Source: an optimization exercise on an open RTL-to-GDS flow (aim: small area and a short achievable clock period). Production flows keep margins and buffers that such runs may drop. Function was checked by simulation only, so behaviour that the tests miss may differ from the original. The clock port is modelled as an ideal driver; clocking choices that lean on that would not hold on a real chip. No activity file was given, so power comes from the tool's default toggle rates.

## lane 1
## kcpsm3
module kcpsm3(
  output [9:0]  address,
  input  [17:0] instruction,
  output [7:0]  port_id,
  output        write_strobe,
  output [7:0]  out_port,
  output        read_strobe,
  input  [7:0]  in_port,
  input         interrupt,
  output        interrupt_ack,
  input         reset,
  input         clk);
Size in the first run: roughly 2,800 cells after synthesis, ~58 I/O pins.
==> flow/config.mk <==
export PLATFORM = sky130hd
export DESIGN_NAME = kcpsm3
export DESIGN_NICKNAME = kcpsm3
export VERILOG_FILES = /design/flow/design.v
export SDC_FILE = /design/flow/constraint.sdc
export NUM_CORES = 4
export LEC_CHECK = 0
export CAP_MARGIN = 20
export CORE_MARGIN = 2
export CORE_UTILIZATION = 55
export CTS_CLUSTER_DIAMETER = 100
export CTS_CLUSTER_SIZE = 22
export SETUP_SLACK_MARGIN = 4.25
export SLEW_MARGIN = 20
export TNS_END_PERCENT = 100
==> flow/constraint.sdc <==
create_clock -name core_clock -period 7.0 [get_ports {clk}]
set_input_delay 1.4000 -clock core_clock [delete_from_list [all_inputs] [get_ports {clk}]]
set_output_delay 1.4000 -clock core_clock [all_outputs]
set_load 0.01 [all_outputs]
standard.sh (not shown) runs the stock make flow with config.mk's settings and CLKGATE_MAP_FILE= SYNTH_SCRIPT=/design/flow/synth_recipe.tcl, a recipe that flattens the netlist after the stock synthesis.
==> flow/flow/run.sh <==
#!/bin/bash
# Own layout flow: the standard flow (standard.sh, unchanged synthesis), with the
# port buffers made of a faster buffer cell and gate sizing not limited to cells of the
# same footprint. Everything else, including the constraints, is the standard flow's.
set -euo pipefail
bash standard.sh \
  MATCH_CELL_FOOTPRINT=0 \
  "BUFFER_PORTS_ARGS=-buffer_cell sky130_fd_sc_hd__buf_4" \
  finish > standard_flow.log 2>&1
The final layout from lane 1, which completed every stage, passed the timing, design-rule and antenna checks at the end of the flow.
Here is what was changed in the inputs of lane 2 compared with lane 1.
Settings: changing SLEW_MARGIN from 20 to 5; changing SETUP_SLACK_MARGIN from 4.25 to 4.4; changing CAP_MARGIN from 20 to 5.
==> run summary <==
Lane 2 vs lane 1 on wire length of the first global-routing pass: lane 2 is the higher one. Compared lane 2 vs lane 1, and routed length on met2 is down in lane 2. Compared with lane 1, lane 2 shows a net count of the finished layout that is 29 higher. Any difference in count of clock-buffer cells in the layout between lane 1 and lane 2 is small enough to ignore. Lane 1 vs lane 2, endpoint of the worst setup timing path: regs[8][0] vs regs[6][0]. Final wirelength ends up lower on lane 1. Comparing share of the core filled with cells for lane 1 and lane 2, the smaller number came from lane 1. Total power: lane 2 vs lane 1 up 0.55%. Looking at proportion of layout cells with a drive suffix above 1 across lane 1 and lane 2, the one that comes out lower is lane 1. Lane 1 reports its slowest cell on the critical path as a22oi_1 while lane 2 reports nor2b_1. Status: worst hold slack parity (lane 2, lane 1). The sequential power on lane 2 is in line with that on lane 1.
Edits applied to the flow inputs when going from lane 2 to lane 3:
Settings: CTS_CLUSTER_SIZE: 22 -> 30; CTS_CLUSTER_DIAMETER: 100 -> 60; ABC_CLOCK_PERIOD_IN_PS: unset -> 2600; SLEW_MARGIN: 5 -> 20; CAP_MARGIN: 5 -> 20; TNS_END_PERCENT: 100 -> 20.
## What came out
Run comparison: lane 3 startpoint-to-endpoint class of the critical path flip-flop to primary output; lane 2 startpoint-to-endpoint class of the critical path input port to flip-flop. Lane 3: setup slack after layout is 69 ps lower than what lane 2 reported. Post-layout total power grows by a little under 10% when moving from lane 2 to lane 3. On total length of routed wires, the higher figure sits with lane 2, not lane 3.
The inputs of lane 4 differ from those of lane 3 as listed below.
Settings: CORE_UTILIZATION changed from 55 to 70; PLACE_DENSITY newly set to 0.8; ABC_CLOCK_PERIOD_IN_PS removed (was 2600).
Compared with lane 3, lane 4 instantiates a smaller number of cells.
Compared lane 4 against lane 3; sequential power within noise.
Area: lane 4 vs lane 3 -> lane 4 smaller
Lane 3 ended up with pc[3] as its beginning of the critical path; lane 4 ended up with instruction[9].
Going from lane 3 to lane 4, die area now smaller, boundary pin count comparable.
Setup changes, lane 4 to lane 5
Settings: clearing PLACE_DENSITY, which used to be 0.8; swapping 4.4 for 4.7 in SETUP_SLACK_MARGIN; swapping 70 for 55 in CORE_UTILIZATION; swapping 20 for 30 in TNS_END_PERCENT.
### Flow results
Lane 4 -> lane 5: clock-pin slew on the worst setup and hold paths flat
Per the comparison of lane 5 with lane 4, source-to-sink clock delay at the later pin of the worst-skew pair neither gained nor lost much, fraction of area in registers lost 3.4 points.

* * *

== the previous run ==
kcpsm3 again, from the RTL that the note above started with.
==> flow/config.mk <==
export PLATFORM = sky130hd
export DESIGN_NAME = kcpsm3
export DESIGN_NICKNAME = kcpsm3
export VERILOG_FILES = /design/flow/design.v
export SDC_FILE = /design/flow/constraint.sdc
export NUM_CORES = 4
export LEC_CHECK = 0
export CAP_MARGIN = 20
export CORE_MARGIN = 2
export CORE_UTILIZATION = 55
export CTS_CLUSTER_DIAMETER = 120
export CTS_CLUSTER_SIZE = 28
export SETUP_SLACK_MARGIN = 4.4
export SLEW_MARGIN = 20
export TNS_END_PERCENT = 20
==> flow/constraint.sdc <==
create_clock -name core_clock -period 7.0 [get_ports {clk}]
set_input_delay 1.4000 -clock core_clock [delete_from_list [all_inputs] [get_ports {clk}]]
set_output_delay 1.4000 -clock core_clock [all_outputs]
set_load 0.01 [all_outputs]
Scripts as last shown in full above: flow/flow/run.sh
Looking at the reports, the previous run completed the entire flow and the layout it produced met the timing, design-rule and antenna checks.
Relative to the previous run, the following input files were edited for the current run:
- setting ABC_CLOCK_PERIOD_IN_PS to 2600 for the first time
- changing CTS_CLUSTER_DIAMETER from 120 to 60
- changing CTS_CLUSTER_SIZE from 28 to 30
==> flow/flow/run.sh <==
#!/bin/bash
# Own layout flow: the standard flow (standard.sh, unchanged synthesis), with the
# port buffers made of a faster buffer cell, gate sizing not limited to cells of the
# same footprint, and one more gate-sizing pass after clock tree synthesis
# (flow/post_cts.tcl). Everything else, including the constraints, is the standard flow's.
set -euo pipefail
bash standard.sh \
  MATCH_CELL_FOOTPRINT=0 \
  "BUFFER_PORTS_ARGS=-buffer_cell sky130_fd_sc_hd__buf_4" \
  "POST_CTS_TCL=$PWD/flow/post_cts.tcl" \
  finish > standard_flow.log 2>&1
==> flow/flow/post_cts.tcl (new file) <==
# Extra setup repair after clock tree synthesis: gate sizing and pin swaps only
# (no new buffers), aiming at a tighter setup margin than the standard pass.
log_cmd estimate_parasitics -placement
log_cmd repair_timing -setup -setup_margin 4.7 -repair_tns 100 -sequence "sizeup,swap" -skip_last_gasp -verbose
log_cmd detailed_placement
check_placement -verbose
[summary]
The current run finished end to end and its layout was clean on timing, DRC and antenna. Compared with the previous run, the current run shows final-stage net count that has gone up slightly. Setup slack on the worst flop-to-flop path: lower on the previous run. Worst setup slack after layout, the previous run and the current run: smaller value in the previous run.

[port drivers added, routing unchanged]
No port has a modelled driver above. Below, the same layouts with a new extraction and two added sets of constraints.
Step 1: set_driving_cell puts a clkbuf_16 on clk and a buf_2 on each other input, an assumption about the parent block.
Step 2 also shifts input and output timing later by t, the mid clock arrival at the registers, as if the neighbouring blocks saw the same clock.
a / b / c = ideal / step 1 / step 2; a / b = the first two.
run	t, ns	setup WS [ns]	worst setup path after step 2	slew at the worst register clock pin (ns)
lane 1	0.709	4.226 / 4.216 / 3.579	input to register	0.10 / 0.10
lane 2	0.708	4.340 / 4.323 / 3.615	input to register	0.10 / 0.10
lane 3	0.702	4.271 / 4.199 / 3.511	input to register	0.11 / 0.11
lane 4	0.712	4.192 / 4.228 / 3.516	input to register	0.11 / 0.11
lane 5	0.733	4.238 / 4.238 / 3.635	input to register	0.11 / 0.11
the previous run	0.695	4.208 / 4.193 / 3.498	input to register	0.12 / 0.12
the current run	0.701	4.297 / 4.277 / 3.577	input to register	0.11 / 0.11
After both steps setup and hold are still met in every run listed. For lane 3, which loses most, drivers alone change the setup slack by -0.072 ns; drivers and shift together by -0.760 ns.
